Source: an optimization exercise on an open RTL-to-GDS flow (aim: small area). Production flows keep margins and buffers that such runs may drop.
Function was checked by simulation only, so behaviour that the tests miss may differ from the original.
No activity file was given, so power comes from the tool's default toggle rates.

before:
Design wal_video, start of the top module:
module wal_video (
    input  logic        clk,
    input  logic        rst,         
    input  logic        reg_we,
    input  logic [3:0]  reg_addr,    
    input  logic [31:0] reg_wdata,
    output logic [11:0] vram_addr,
    input  logic [31:0] vram_rdata,
    output logic        hs,
    output logic        vs,
    output logic        vde,
    output logic [3:0]  red,
    output logic [3:0]  green,
    output logic [3:0]  blue
);
export LEC_CHECK = 0
export ABC_AREA = 1
export CAP_MARGIN = 0
export CORE_MARGIN = 2
export CORE_UTILIZATION = 40
export CTS_CLUSTER_DIAMETER = 80
export CTS_CLUSTER_SIZE = 30
export SLEW_MARGIN = 0
export SYNTH_MEMORY_MAX_BITS = 32768
create_clock -name core_clock -period 18.0 [get_ports {clk}]
standard.sh (not shown) runs the stock make flow with config.mk's settings and CLKGATE_MAP_FILE= SYNTH_SCRIPT=/design/flow/synth_recipe.tcl, a recipe that flattens the netlist after the stock synthesis.
==> flow/flow/run.sh <==
#!/bin/bash
# Own layout flow: the standard layout (standard.sh), except that
#  - synthesis maps the combinational logic with an area-oriented ABC script
#    (flow/area.script); everything else in synthesis, including the
#    registers, is the standard synthesis (flow/my_synth.tcl is
#    synth_recipe.tcl with the abc call's script swapped);
#  - port buffers are the smallest buffer (sky130_fd_sc_hd__buf_1).
set -euo pipefail
W=$(pwd)
F=$W/flow
sed "s#SYNTH_SCRIPT=[^ ]*#SYNTH_SCRIPT=$F/my_synth.tcl#" standard.sh > $W/my_standard.sh
grep -q "SYNTH_SCRIPT=$F/my_synth.tcl" $W/my_standard.sh
export MY_ABC_SCRIPT=$F/area.script
export BUFFER_PORTS_ARGS="-buffer_cell sky130_fd_sc_hd__buf_1"
bash $W/my_standard.sh finish > $W/flow_make.log 2>&1
==> flow/flow/area.script <==
strash
ifraig
scorr
dc2
dch -f
amap -m -F 2 -A 6
strash
dch -f
amap -m -F 2 -A 6
topo
==> flow/flow/my_synth.tcl <==
proc synth {args} { yosys synth -nofsm -noshare {*}$args }
proc abc {args} {
  set i [lsearch -exact $args -script]
  if {$i >= 0} { set args [lreplace $args $i [expr {$i+1}] -script $::env(MY_ABC_SCRIPT)] }
  yosys abc {*}$args
}
source $::env(SCRIPTS_DIR)/synth.tcl
# left out here: clear keep_hierarchy, flatten, clean up, hide names made inside functions, write 1_2_yosys.v
What after does differently from before at the input level:
Settings: changing CTS_CLUSTER_SIZE from 30 to 20; setting CTS_BUF_LIST to sky130_fd_sc_hd__clkbuf_4 sky130_fd_sc_hd__clkbuf_8 for the first time; changing CTS_CLUSTER_DIAMETER from 80 to 60.
[summary]
- | number of well-tap cells placed | after vs before | ≈ equal |
- before → after: wire length of the first global-routing pass comparable; first-iteration DRC count now smaller.
- On fraction of area in multi-input gates, before and after are basically level.
- Diff before -> after: delay contributed by the slowest stage of the critical path comparable; count of maximum capacitance violations comparable; non-clock buffering overhead in the final layout shows no meaningful change.
- On maximum frequency: after sits below before.

========
## build 84
Another version of the RTL of wal_video (not shown whole).
For scale: about 98 I/O pins.
Settings: LEC_CHECK=0, ABC_AREA=1, CAP_MARGIN=0, CORE_MARGIN=2, CORE_UTILIZATION=40, CTS_CLUSTER_DIAMETER=70, CTS_CLUSTER_SIZE=24, PLACE_DENSITY=0.8, SLEW_MARGIN=0, SYNTH_MEMORY_MAX_BITS=32768; clock period 18.0 ns.
==> flow/flow/run.sh <==
#!/bin/bash
# Own layout flow: the standard layout (standard.sh), except that
#  - synthesis maps the combinational logic with an area-oriented ABC script
#    (flow/area.script); everything else in synthesis, including the
#    registers, is the standard synthesis (flow/my_synth.tcl is
#    synth_recipe.tcl with the abc call's script swapped);
#  - synthesis leaves adders to ABC instead of mapping them to the
#    library's full/half-adder cells (ADDER_MAP_FILE empty);
#  - port buffers are the smallest buffer (sky130_fd_sc_hd__buf_1);
#  - clock tree synthesis without dummy loads (CTS_ARGS: the standard
#    arguments with CTS_CLUSTER_SIZE / CTS_CLUSTER_DIAMETER from config.mk,
#    plus -dont_use_dummy_load).
set -euo pipefail
W=$(pwd)
F=$W/flow
sed "s#SYNTH_SCRIPT=[^ ]*#SYNTH_SCRIPT=$F/my_synth.tcl#" standard.sh > $W/my_standard.sh
grep -q "SYNTH_SCRIPT=$F/my_synth.tcl" $W/my_standard.sh
export MY_ABC_SCRIPT=$F/area.script
export ADDER_MAP_FILE=
export BUFFER_PORTS_ARGS="-buffer_cell sky130_fd_sc_hd__buf_1"
export CTS_ARGS="-sink_clustering_enable -repair_clock_nets -sink_clustering_size 24 -sink_clustering_max_diameter 70 -dont_use_dummy_load"
bash $W/my_standard.sh finish > $W/flow_make.log 2>&1
Scripts as last shown in full above: flow/flow/area.script, flow/flow/my_synth.tcl
Build 84 completed every stage of the flow, and the final layout passed the timing, DRC and antenna checks.
Input-level comparison between build 97 and build 84:
Settings: PLACE_DENSITY: 0.8 -> unset.
==> comparison <==
The switching power of build 97 exceeds that of build 84 by 3.6%. Between build 97 and build 84, the difference in final number of hold-violating endpoints is negligible. The clock power number comes out lower for build 84 vs build 97. In the tables for build 97 and build 84, number of antenna violations at the first check in global routing reads higher with build 97.
Modified inputs, build 32 compared to build 97
Settings: an added PLACE_DENSITY of 0.95.
[summary]
Compared build 32 against build 97; sequential power within noise.
Number of non-clock buffers in the layout went down by more than 10% going from build 97 to build 32.
Total non-filler cell area in the finished layout is higher on build 97
| placement-stage cell area | build 32 vs build 97 | about 1.2% lower |
The clock network fraction of total power number comes out lower for build 32 vs build 97.
| final cycle utilization of the critical path | lower: build 97 |
Compared build 97 against build 32; worst hold slack within noise.

========
Setup of old:
RTL: one of the versions met above, not the one the previous note started from.
Size: about 270 flip-flops, about 98 I/O pins.
==> flow/design.v (excerpt) <==
module wal_video (
    input  logic        clk,
    input  logic        rst,         
    input  logic        reg_we,
    input  logic [3:0]  reg_addr,    
    input  logic [31:0] reg_wdata,
    output logic [11:0] vram_addr,
    input  logic [31:0] vram_rdata,
    output logic        hs,
    output logic        vs,
    output logic        vde,
    output logic [3:0]  red,
    output logic [3:0]  green,
    output logic [3:0]  blue
);
    logic [9:0] x, y, yn;
    vga_controller vga (
        .clk(clk), .rst(rst), .x(x), .y(y), .yn(yn),
        .hs(hs), .vs(vs), .vde(vde)
    );
    logic [7:0]      scene;
    logic [9:0][9:0] sx;
    logic [9:0][8:0] sy;
    logic [9:0][2:0] ty;
    logic [9:0]      fx, fy, hx, hit;
    logic [9:0][3:0] sxl;
    logic [9:0][4:0] syl;
    logic [11:0] wsx, wsy;
    logic [6:0]  wtype;
    logic        wvalid, wfx, wfy;
    logic [2:0]  wty;
    logic [9:0]  ddx;
    logic [8:0]  ddy;
    assign wsx    = reg_wdata[23:12];
    assign wsy    = reg_wdata[11:0];
    assign wtype  = reg_wdata[30:24];
    assign wvalid = reg_wdata[31] & (wsx[11:10] == 2'd0) & ~(wsx[9] & (wsx[8] | wsx[7]))
                  & (wsy[11:9] == 3'd0) & ~(wsy[8] & wsy[7] & wsy[6] & wsy[5]);
    logic        cdx, cdy;
    rca #(10) a_dx (.a(x), .b(~wsx[9:0]), .ci(1'b1), .s(ddx), .co(cdx));
    rca #(9)  a_dy (.a(yn[8:0]), .b(~wsy[8:0]), .ci(1'b1), .s(ddy), .co(cdy));
    assign wfx    = ~rst & (ddx[9:4] == 6'd0);
    assign wfy    = wvalid & (ddy[8:5] == 4'd0);
    always_comb begin
        case (wtype)
            7'd0:    wty = 3'b000;
            7'd1:    wty = 3'b010;
            7'd2:    wty = 3'b011;
            7'd3:    wty = 3'b100;
            7'd4:    wty = 3'b110;
            7'd5:    wty = 3'b111;
            default: wty = 3'b001;
        endcase
    end
    always_ff @(posedge clk) begin
        if (reg_we && reg_addr == 4'd10)
            scene <= reg_wdata[7:0];
    end
  ...
Settings: LEC_CHECK=0, ABC_AREA=1, CAP_MARGIN=20, CORE_MARGIN=2, CORE_UTILIZATION=40, SLEW_MARGIN=20, SYNTH_MEMORY_MAX_BITS=32768; clock period 18.0 ns.
run.sh (not shown) runs the stock make flow with config.mk's settings and CLKGATE_MAP_FILE= SYNTH_SCRIPT=/design/flow/synth_recipe.tcl, a recipe that flattens the netlist after the stock synthesis.
Stock flow here: none of the scripts above is used.
old went all the way through synthesis, placement and routing and the layout is clean on timing, DRC and antenna.
Edits applied to the flow inputs when going from old to new:
==> flow/flow/run.sh (new file) <==
#!/bin/bash
# Own layout flow: the standard layout (standard.sh), except that
#  - synthesis maps the combinational logic with an area-oriented ABC script
#    (flow/area.script); everything else in synthesis, including the
#    registers, is the standard synthesis (flow/my_synth.tcl is
#    synth_recipe.tcl with the abc call's script swapped);
#  - port buffers are the smallest buffer (sky130_fd_sc_hd__buf_1).
set -euo pipefail
W=$(pwd)
F=$W/flow
sed "s#SYNTH_SCRIPT=[^ ]*#SYNTH_SCRIPT=$F/my_synth.tcl#" standard.sh > $W/my_standard.sh
grep -q "SYNTH_SCRIPT=$F/my_synth.tcl" $W/my_standard.sh
export MY_ABC_SCRIPT=$F/area.script
export BUFFER_PORTS_ARGS="-buffer_cell sky130_fd_sc_hd__buf_1"
bash $W/my_standard.sh finish > $W/flow_make.log 2>&1
==> flow/flow/area.script (new file) <==
strash
dch
amap
strash
dch
amap
topo
==> flow/flow/my_synth.tcl (new file) <==
proc synth {args} { yosys synth -nofsm -noshare {*}$args }
proc abc {args} {
  set i [lsearch -exact $args -script]
  if {$i >= 0} { set args [lreplace $args $i [expr {$i+1}] -script $::env(MY_ABC_SCRIPT)] }
  yosys abc {*}$args
}
source $::env(SCRIPTS_DIR)/synth.tcl
# left out here: clear keep_hierarchy, flatten, clean up, hide names made inside functions, write 1_2_yosys.v
==> flow/standard.sh (new file) <==
#!/bin/bash
# synth_recipe.tcl (not shown) runs the flow's synth.tcl, then flattens the netlist and writes it again
# the make line also repeats each setting of config.mk as NAME=value (left out here)
make -C /OpenROAD-flow-scripts/flow DESIGN_CONFIG=/design/flow/config.mk WORK_HOME=/design/flow/orfs CLKGATE_MAP_FILE= SYNTH_SCRIPT=/design/flow/synth_recipe.tcl "${@:-finish}"
removed: flow/run.sh
Notes after the runs:
- Comparing new and old, the lower post-synthesis cell count is on new.
- Commonest non-fill, non-tap cell in the layout: sky130_fd_sc_hd__edfxtp_1 -> new, sky130_fd_sc_hd__nand2_1 -> old
- Taking old as the reference, in new maximum single-stage delay on the critical path shrank by 90 ps; routed wire length shrank by 1.8 mm; die width shrank by about 4.7%; number of logic stages on the critical path including buffering grew by 7.
- In new the minimum period implied by the final worst setup slack turned out 3070 ps higher than in old.
- Per the comparison of new with old, global-route track usage on met3 has increased; synthesized area shows a reduction of 9.3%.
- new vs old: total power down by a few percent

-- separate check: timing with driven ports --
The results above use ideal ports. As a check the final layouts listed here were re-extracted and re-timed, cells and wires unchanged.
Step 1 assumes that a clkbuf_16 drives the clock port and a buf_2 every other input.
Step 2 times the ports against the registers' clock, not the clock port: input delays grow and output delays shrink by t, the midpoint of the rising clock arrivals with the driver on.
Slacks: no drivers / after step 1 / after step 2; pairs: no drivers / after step 1.
run	shift t [ns]	setup WS [ns]	cell pins on the clock port's net
before	0.542	1.762 / 1.713 / 2.255	1
after	0.621	1.686 / 1.638 / 2.259	1
build 84	0.526	1.349 / 1.306 / 1.832	1
build 97	0.541	1.399 / 1.348 / 1.889	1
build 32	0.517	1.074 / 1.031 / 1.548	1
old	0.617	4.663 / 4.611 / 5.228	1
new	0.610	1.590 / 1.541 / 2.151	1
After both steps every run listed still meets setup and hold.
